From an optimization exercise on the open Yosys and OpenROAD flow, aimed at small area, a short achievable clock period and few clock cycles; shortcuts taken in it are not production practice. Only simulation tests tie the RTL to the original design; equivalence was not proved.

Design fundamental_milestone, start of the top module:
module fundamental_milestone (
		input logic Clock_50,
		input logic Resetn,
		input logic m1_enable,
		input logic [15:0] SRAM_read_data,
		output logic [15:0] SRAM_write_data,
		output logic SRAM_we_n,
		output logic [17:0] SRAM_address,
		output logic m1_disable
		);
Size in the first run: roughly 2,200 cells after synthesis, about 390 flip-flops, roughly 55 I/O pins, about 25,000 um2 of cells after synthesis.
export LEC_CHECK = 0
export CAP_MARGIN = 20
export CORE_MARGIN = 2
export CORE_UTILIZATION = 40
export PLACE_DENSITY = 0.6
export SLEW_MARGIN = 20
export SYNTH_HIERARCHICAL = 1
export SYNTH_MINIMUM_KEEP_SIZE = 0
export SETUP_SLACK_MARGIN = 12.2
create_clock -name core_clock -period 16.0 [get_ports {Clock_50}]
standard.sh (not shown) runs the stock make flow with config.mk's settings and CLKGATE_MAP_FILE= SYNTH_SCRIPT=/design/flow/synth_recipe.tcl, a recipe that flattens the netlist after the stock synthesis.
==> flow/flow/run.sh <==
#!/bin/bash
set -euo pipefail
cat >> config.mk <<'EOC'
export SETUP_SLACK_MARGIN = 12.2
EOC
bash standard.sh > standard.log 2>&1
Testbench counts at the start, summed over its fixed seeds: cycles 1,536,200.
==> next run, changes <==
--- a/flow/flow/run.sh
+++ b/flow/flow/run.sh
@@ -4 +4 @@
-export SETUP_SLACK_MARGIN = 12.2
+export SETUP_SLACK_MARGIN = 11.8
SETUP_SLACK_MARGIN = 11.8   (was 12.2)
The new run completed without violations.
Cell area is lower by about 1.8%.
Die area is unchanged.
Worst hold slack gets worse by 12 ps.
Fmax stays flat.
Routed wire length is lower by about 3%.
Count of clock-buffer cells in the layout is lower by 9.
Final cell count is lower by about 1%.
Global-route usage is lower by 0.61 points.
==> next run, changes <==
--- a/flow/flow/run.sh
+++ b/flow/flow/run.sh
@@ -4 +4 @@
-export SETUP_SLACK_MARGIN = 11.8
+export SETUP_SLACK_MARGIN = 11.3
SETUP_SLACK_MARGIN = 11.3   (was 11.8)
Result: Die area does not change; synthesized area does not change; cell area drops by 1.2%; setup slack got worse by 160 ps.

* * *

v16:
fundamental_milestone, a different RTL version from the one above (not shown whole).
For scale: about 360 flip-flops, about 55 I/O pins, ~23000 sq um of cells after synthesis.
Settings: LEC_CHECK=0, CAP_MARGIN=20, CORE_MARGIN=2, CORE_UTILIZATION=40, CTS_BUF_LIST=sky130_fd_sc_hd__clkbuf_8 sky130_fd_sc_hd__clkbuf_16, CTS_CLUSTER_DIAMETER=70, CTS_CLUSTER_SIZE=36, PLACE_DENSITY=0.6, SLEW_MARGIN=20, SYNTH_HIERARCHICAL=1, SYNTH_MINIMUM_KEEP_SIZE=0, SETUP_SLACK_MARGIN=11.8; clock period 16.0 ns.
==> flow/flow/run.sh <==
#!/bin/bash
set -euo pipefail
cat >> config.mk <<'EOC'
export SETUP_SLACK_MARGIN = 11.8
EOC
bash standard.sh > standard.log 2>&1
Testbench counts of v16, summed over its fixed seeds: cycles 1,536,200.
[inputs] v9 vs v16
Settings: changing SETUP_SLACK_MARGIN from 11.8 to 11.95; removing CTS_BUF_LIST (formerly sky130_fd_sc_hd__clkbuf_8 sky130_fd_sc_hd__clkbuf_16).
--- a/flow/flow/run.sh
+++ b/flow/flow/run.sh
@@ -4 +4 @@
-export SETUP_SLACK_MARGIN = 11.8
+export SETUP_SLACK_MARGIN = 11.95
### Flow results
v9 vs v16 on final non-filler cell area: v9 is the higher one. Going from v16 to v9, data arrival time of the worst path went up; instance count along the most critical hold path moved down; total routed wire length on the met1 layer has decreased. Compared to v16, v9 shows a narrower setup margin.

* * *

run X:
fundamental_milestone again, from the RTL that the note above started with.
// fundamental_milestone
module fundamental_milestone (
		input logic Clock_50,
		input logic Resetn,
		input logic m1_enable,
		input logic [15:0] SRAM_read_data,
		output logic [15:0] SRAM_write_data,
		output logic SRAM_we_n,
		output logic [17:0] SRAM_address,
		output logic m1_disable
		);
==> flow/config.mk <==
export PLATFORM = sky130hd
export DESIGN_NAME = fundamental_milestone
export DESIGN_NICKNAME = fundamental_milestone
export VERILOG_FILES = /design/flow/design.v
export SDC_FILE = /design/flow/constraint.sdc
export NUM_CORES = 4
export LEC_CHECK = 0
export CAP_MARGIN = 20
export CORE_MARGIN = 2
export CORE_UTILIZATION = 40
export CTS_CLUSTER_DIAMETER = 80
export CTS_CLUSTER_SIZE = 40
export PLACE_DENSITY = 0.6
export SLEW_MARGIN = 20
export SYNTH_HIERARCHICAL = 1
export SYNTH_MINIMUM_KEEP_SIZE = 0
export SETUP_SLACK_MARGIN = 11.8
==> flow/constraint.sdc <==
create_clock -name core_clock -period 16.0 [get_ports {Clock_50}]
set_input_delay 3.2000 -clock core_clock [delete_from_list [all_inputs] [get_ports {Clock_50}]]
set_output_delay 3.2000 -clock core_clock [all_outputs]
set_load 0.01 [all_outputs]
==> flow/flow/run.sh <==
#!/bin/bash
set -euo pipefail
cat >> config.mk <<'EOC'
export SETUP_SLACK_MARGIN = 11.8
EOC
bash standard.sh > standard.log 2>&1
Run X closes out successfully: all stages finished, all timing, DRC and antenna checks passed.
Testbench counts of run X, summed over its fixed seeds: cycles 1,536,200.
Input-level comparison between run P and run X:
- CTS_CLUSTER_DIAMETER now 70, was 80
- CTS_CLUSTER_SIZE now 36, was 40
- PLACE_DENSITY now 0.5, was 0.6
==> summary.txt <==
Run P ends up with higher final-layout worst hold slack than run X does. Compared with run X, in run P final non-filler cell area rose by 120 sq um, wire length rose by 4.3%.

* * *

Setup of the baseline:
fundamental_milestone, a different RTL version from the one above (not shown whole).
Size: about 1900 cells after synthesis, roughly 55 I/O pins, about 0.023 mm^2 of cells after synthesis.
// fundamental_milestone
module fundamental_milestone (
		input logic Clock_50,
		input logic Resetn,
		input logic m1_enable,
		input logic [15:0] SRAM_read_data,
		output logic [15:0] SRAM_write_data,
		output logic SRAM_we_n,
		output logic [17:0] SRAM_address,
		output logic m1_disable
		);
Settings: LEC_CHECK=0, CAP_MARGIN=20, CORE_MARGIN=2, CORE_UTILIZATION=40, CTS_CLUSTER_DIAMETER=70, CTS_CLUSTER_SIZE=36, PLACE_DENSITY=0.6, SLEW_MARGIN=20, SYNTH_HIERARCHICAL=1, SYNTH_MINIMUM_KEEP_SIZE=0, SETUP_SLACK_MARGIN=11.8; clock period 16.0 ns.
Scripts as last shown in full above: flow/flow/run.sh
Testbench counts of the baseline, summed over its fixed seeds: cycles 1,536,200.
Input changes introduced in the candidate (baseline for comparison: the baseline):
- swapping 11.8 for 11.6 in SETUP_SLACK_MARGIN
==> flow/flow/run.sh <==
#!/bin/bash
set -euo pipefail
cat >> config.mk <<'EOC'
export SETUP_SLACK_MARGIN = 11.6
EOC
bash standard.sh > standard.log 2>&1
### Flow results
On final HPWL from detailed placement, the candidate and the baseline are basically level. The candidate: PASS, flow complete, no timing, DRC or antenna violations. Worst slack at placement (lower): the candidate. Final critical delay including setup and external delays: the candidate and the baseline compared, lower one is the baseline. Taking the baseline as the reference point, the maximum single-stage delay on the critical path of the candidate rises by 50 ps. Compared with the baseline, in the candidate wire length the detailed router placed on met1 decreased 2.8%; area growth from synthesis to layout decreased 1.3 points; sequential share of layout area increased 0.35 points; total iterations of the first detailed-routing run decreased 2; number of buffers inserted to repair setup after CTS decreased 19.

==> static timing again, ports no longer ideal <==
The flow's constraints put no driver on any port. The routed layouts listed below were extracted and timed again, unchanged, in two steps.
Step 1: set_driving_cell puts a clkbuf_16 on Clock_50 and a buf_2 on each other input, an assumption about the parent block.
Step 2, shift: input delay + t, output delay - t, t = (earliest + latest rising clock arrival at the registers) / 2. This alone moves slack from input paths to output paths.
Three values: ideal ports, drivers, drivers and shift; two values: the first two.
run	t (ns)	setup slack, ns	worst setup path at the end
the first run of note 1	0.626	11.535 / 11.475 / 11.560	register to register
the second run of note 1	0.643	11.548 / 11.494 / 11.410	input to register
the third run of note 1	0.636	11.390 / 11.331 / 11.388	input to register
v16	0.643	11.728 / 11.667 / 11.737	register to register
v9	0.661	11.669 / 11.604 / 11.751	register to register
run X	0.637	11.700 / 11.640 / 11.745	register to register
run P	0.647	11.683 / 11.623 / 11.815	input to register
the baseline	0.633	11.599 / 11.543 / 11.638	register to register
the candidate	0.633	11.525 / 11.525 / 11.525	register to register
After both steps every run listed still meets setup and hold. For the second run of note 1, which loses most, drivers alone change the setup slack by -0.054 ns; drivers and shift together by -0.138 ns.
